This design comes from an exercise in tuning for small area on the open sky130 flow, not from production work. The RTL was checked by simulation tests, not by an equivalence proof against the original design. Power figures rest on the tool's default switching activity, not on a simulated workload.

run B:
==> flow/design.v <==
`timescale 1ns / 1ps
module UDP_Packet_Sender(
    clk,rst,
    SRC_PORT,
    DST_PORT,
    DST_MAC,
    Dst_IP,Local_IP,
    StartUDPSend,
    UserDaPacketLen,
    UserDaFifoRd,
    UserDaFifoDout,
    Mac_tx_data,
    Mac_tx_mod,
    Mac_tx_sop,
    Mac_tx_eop,
    Mac_tx_wren,
    Mac_tx_rdy);
input               clk,rst;
input       [15:0]  SRC_PORT,DST_PORT;
input       [47:0]  DST_MAC;
input       [31:0]  Dst_IP,Local_IP;
input               StartUDPSend;
input       [15:0]  UserDaPacketLen;
output reg          UserDaFifoRd;
input       [31:0]  UserDaFifoDout;
output      [31:0]  Mac_tx_data;
output      [1:0]   Mac_tx_mod;
output              Mac_tx_sop;
output              Mac_tx_eop;
output reg          Mac_tx_wren;
input               Mac_tx_rdy;
localparam [3:0] INIT  = 4'd0;
localparam [3:0] SP1   = 4'd1;
localparam [3:0] SP2   = 4'd2;
localparam [3:0] SP3   = 4'd3;
localparam [3:0] SP4   = 4'd4;
localparam [3:0] SP5   = 4'd5;
localparam [3:0] SP6   = 4'd6;
localparam [3:0] SP7   = 4'd7;
localparam [3:0] SP8   = 4'd8;
localparam [3:0] SP9   = 4'd9;
localparam [3:0] SP10A = 4'd10;   
localparam [3:0] SP10B = 4'd11;   
localparam [3:0] SPN2  = 4'd12;   
localparam [3:0] SPN1  = 4'd13;   
localparam [15:0] CKS_K = 16'h0512;
reg  [3:0]  state;
reg  [15:0] IP_IDENTIFICATION;
reg  [15:0] acc;
reg         acc_c;
reg  [31:0] dreg;
reg         FifoRdStoped;
wire rdy  = Mac_tx_rdy;
wire go   = (state == INIT) & StartUDPSend & rdy;
wire pay  = (state == SP9) | (state == SP10A) | (state == SP10B) | (state == SPN2) | (state == SPN1);
wire inspn = (state == SPN2) | (state == SPN1);
wire more = ~acc[15];            
wire [15:0] udp_length      = UserDaPacketLen + 16'd8;
wire [15:0] ip_total_length = UserDaPacketLen + 16'd28;
reg  [15:0] add_a, add_x;
reg         add_ci;
always @(*) begin
    add_a  = acc;
    add_x  = 16'h0;
    add_ci = acc_c;
    case (state)
        INIT: begin add_a = CKS_K; add_x = ip_total_length; add_ci = 1'b0; end
        SP1:  if (rdy) add_x = IP_IDENTIFICATION;
        SP2:  if (rdy) add_x = Local_IP[31:16];
        SP3:  if (rdy) add_x = Local_IP[15:0];
        SP4:  if (rdy) add_x = Dst_IP[31:16];
        SP5:  if (rdy) add_x = Dst_IP[15:0];
        SP6:  ;
        SP7, SP8: begin
            add_a  = 16'hffff;
            add_x  = {2'b00, UserDaPacketLen[15:2]};
            add_ci = |UserDaPacketLen[1:0];
        end
        default: begin
            add_x  = (pay & rdy) ? 16'hffff : 16'h0;
            add_ci = 1'b0;
        end
    endcase
end
always @(posedge clk)
    {acc_c, acc} <= {1'b0, add_a} + {1'b0, add_x} + {16'h0, add_ci};
reg [3:0] next_state;
always @(*) begin
    next_state = state;
    case (state)
        INIT:  if (go) next_state = SP1;
        SP1:   if (rdy) next_state = SP2;
        SP2:   if (rdy) next_state = SP3;
        SP3:   if (rdy) next_state = SP4;
        SP4:   if (rdy) next_state = SP5;
        SP5:   if (rdy) next_state = SP6;
        SP6:   if (rdy) next_state = SP7;
        SP7:   if (rdy) next_state = SP8;
        SP8:   if (rdy) next_state = SP9;
        SP9:   if (rdy) next_state = more ? SP10B : SP10A;
        SP10A: next_state = rdy ? INIT : SP10B;
        SP10B: if (rdy) next_state = more ? SPN2 : SPN1;
        SPN2:  if (rdy) next_state = more ? SPN2 : SPN1;
        SPN1:  if (rdy) next_state = INIT;
        default: next_state = INIT;
    endcase
end
always @(posedge clk or posedge rst)
    if (rst) begin
        state             <= INIT;
        Mac_tx_wren       <= 1'b0;
        UserDaFifoRd      <= 1'b0;
        IP_IDENTIFICATION <= 16'h0;
    end else begin
        state             <= next_state;
        Mac_tx_wren       <= go | (rdy & (state != INIT));
        UserDaFifoRd      <= pay & rdy & more;
        IP_IDENTIFICATION <= IP_IDENTIFICATION + {15'h0, go};
    end
always @(posedge clk)
    FifoRdStoped <= inspn & ~rdy;
reg [31:0] next_word;
always @(*) begin
    case (state)
        INIT:    next_word = {16'h0000, DST_MAC[47:32]};
        SP1:     next_word = DST_MAC[31:0];
        SP2:     next_word = 48'h5c_63_bf_41_6c_6a >> 16;
        SP3:     next_word = {16'h6c6a, 16'h0800};
        SP4:     next_word = {4'h4, 4'h5, 8'h0, ip_total_length};
        SP5:     next_word = {IP_IDENTIFICATION, 3'h2, 13'h0};
        SP6:     next_word = {8'h80, 8'h11, 16'h0000};
        SP7:     next_word = Local_IP;
        SP8:     next_word = Dst_IP;
        SP9:     next_word = {SRC_PORT, DST_PORT};
        SP10A, SP10B: next_word = {udp_length, 16'h0000};
        default: next_word = UserDaFifoDout;
    endcase
end
always @(posedge clk)
    if (!FifoRdStoped)
        dreg <= next_word;
assign Mac_tx_data = {dreg[31:16], (state == SP7) ? ~acc : dreg[15:0]};
assign Mac_tx_sop  = (state == SP1);
assign Mac_tx_eop  = (state == INIT);
assign Mac_tx_mod  = (state == INIT) ? {UserDaPacketLen[1] ^ UserDaPacketLen[0], UserDaPacketLen[0]} : 2'b00;
endmodule
Settings: LEC_CHECK=0, CAP_MARGIN=20, CORE_MARGIN=2, CORE_UTILIZATION=40, PLACE_DENSITY=0.6, SLEW_MARGIN=20; clock period 6.0 ns.
run.sh (not shown) runs the stock make flow with config.mk's settings and CLKGATE_MAP_FILE= SYNTH_SCRIPT=/design/flow/synth_recipe.tcl, a recipe that flattens the netlist after the stock synthesis.
diff inputs: run B => run E
-- flow/design.v --
<<< run B, line 83
    endcase
end
always @(posedge clk)
    {acc_c, acc} <= {1'b0, add_a} + {1'b0, add_x} + {16'h0, add_ci};
reg [3:0] next_state;
always @(*) begin
>>> run E, line 83
    endcase
end
wire [15:0] add_sum;
wire        add_co;
assign {add_co, add_sum} = {1'b0, add_a} + {1'b0, add_x} + {16'h0, add_ci};
always @(posedge clk)
    {acc_c, acc} <= {add_co, add_sum};
reg [3:0] next_state;
always @(*) begin
<<< run B, line 129
        SP4:     next_word = {4'h4, 4'h5, 8'h0, ip_total_length};
        SP5:     next_word = {IP_IDENTIFICATION, 3'h2, 13'h0};
        SP6:     next_word = {8'h80, 8'h11, 16'h0000};
        SP7:     next_word = Local_IP;
        SP8:     next_word = Dst_IP;
>>> run E, line 132
        SP4:     next_word = {4'h4, 4'h5, 8'h0, ip_total_length};
        SP5:     next_word = {IP_IDENTIFICATION, 3'h2, 13'h0};
        SP6:     next_word = {8'h80, 8'h11, ~add_sum};
        SP7:     next_word = Local_IP;
        SP8:     next_word = Dst_IP;
<<< run B, line 138
end
always @(posedge clk)
    if (!FifoRdStoped)
        dreg <= next_word;
assign Mac_tx_data = {dreg[31:16], (state == SP7) ? ~acc : dreg[15:0]};
assign Mac_tx_sop  = (state == SP1);
assign Mac_tx_eop  = (state == INIT);
>>> run E, line 141
end
always @(posedge clk)
    dreg <= (next_word & {32{~FifoRdStoped}}) | (dreg & {32{FifoRdStoped}});
assign Mac_tx_data = dreg;
assign Mac_tx_sop  = (state == SP1);
assign Mac_tx_eop  = (state == INIT);
--- outcome ---
- Going from run B to run E, the via count was found to have gone down by 4.3%.
- Taking run B as the reference, in run E via count of the first global-routing pass decreased by about 5% relative to the old numbers; relative contribution of sequential cells to total power went down 2.4 points; number of iterations in the first detailed-routing pass now sits higher.
- For internal cell power, dividing the value from run E by the value from run B gives 1.09.
- Wire length per cell down 0.80% in run E wrt run B
- Going from run B to run E, post-synth design cell area lost about 5.4%, met2 wire length lost 4.5%, power picked up an extra 14%, least setup slack across all paths after layout lost 0.46 ns.
- Result for run E and run B: all clean

==> separate check: timing with driven ports <==
Ports are ideal in the flow. The routed layouts listed here were re-timed in OpenROAD. Step 1 assumes that a clkbuf_16 drives the clock port and a buf_2 every other input. Step 2, shift: input delay + t, output delay - t, t = (earliest + latest rising clock arrival at the registers) / 2. This alone moves slack from input paths to output paths. Slacks: no drivers / after step 1 / after step 2; pairs: no drivers / after step 1.
run	shift t [ns]	setup slack, ns	worst setup path at the end	latest minus earliest clock arrival (ns)
run B	0.391	1.327 / 1.327 / 1.036	input to register	0.011 / 0.012
run E	0.391	0.868 / 0.854 / 0.463	input to register	0.009 / 0.008
After both steps setup and hold are still met in every run listed. For run E, which loses most, drivers alone change the setup slack by -0.014 ns; drivers and shift together by -0.405 ns.
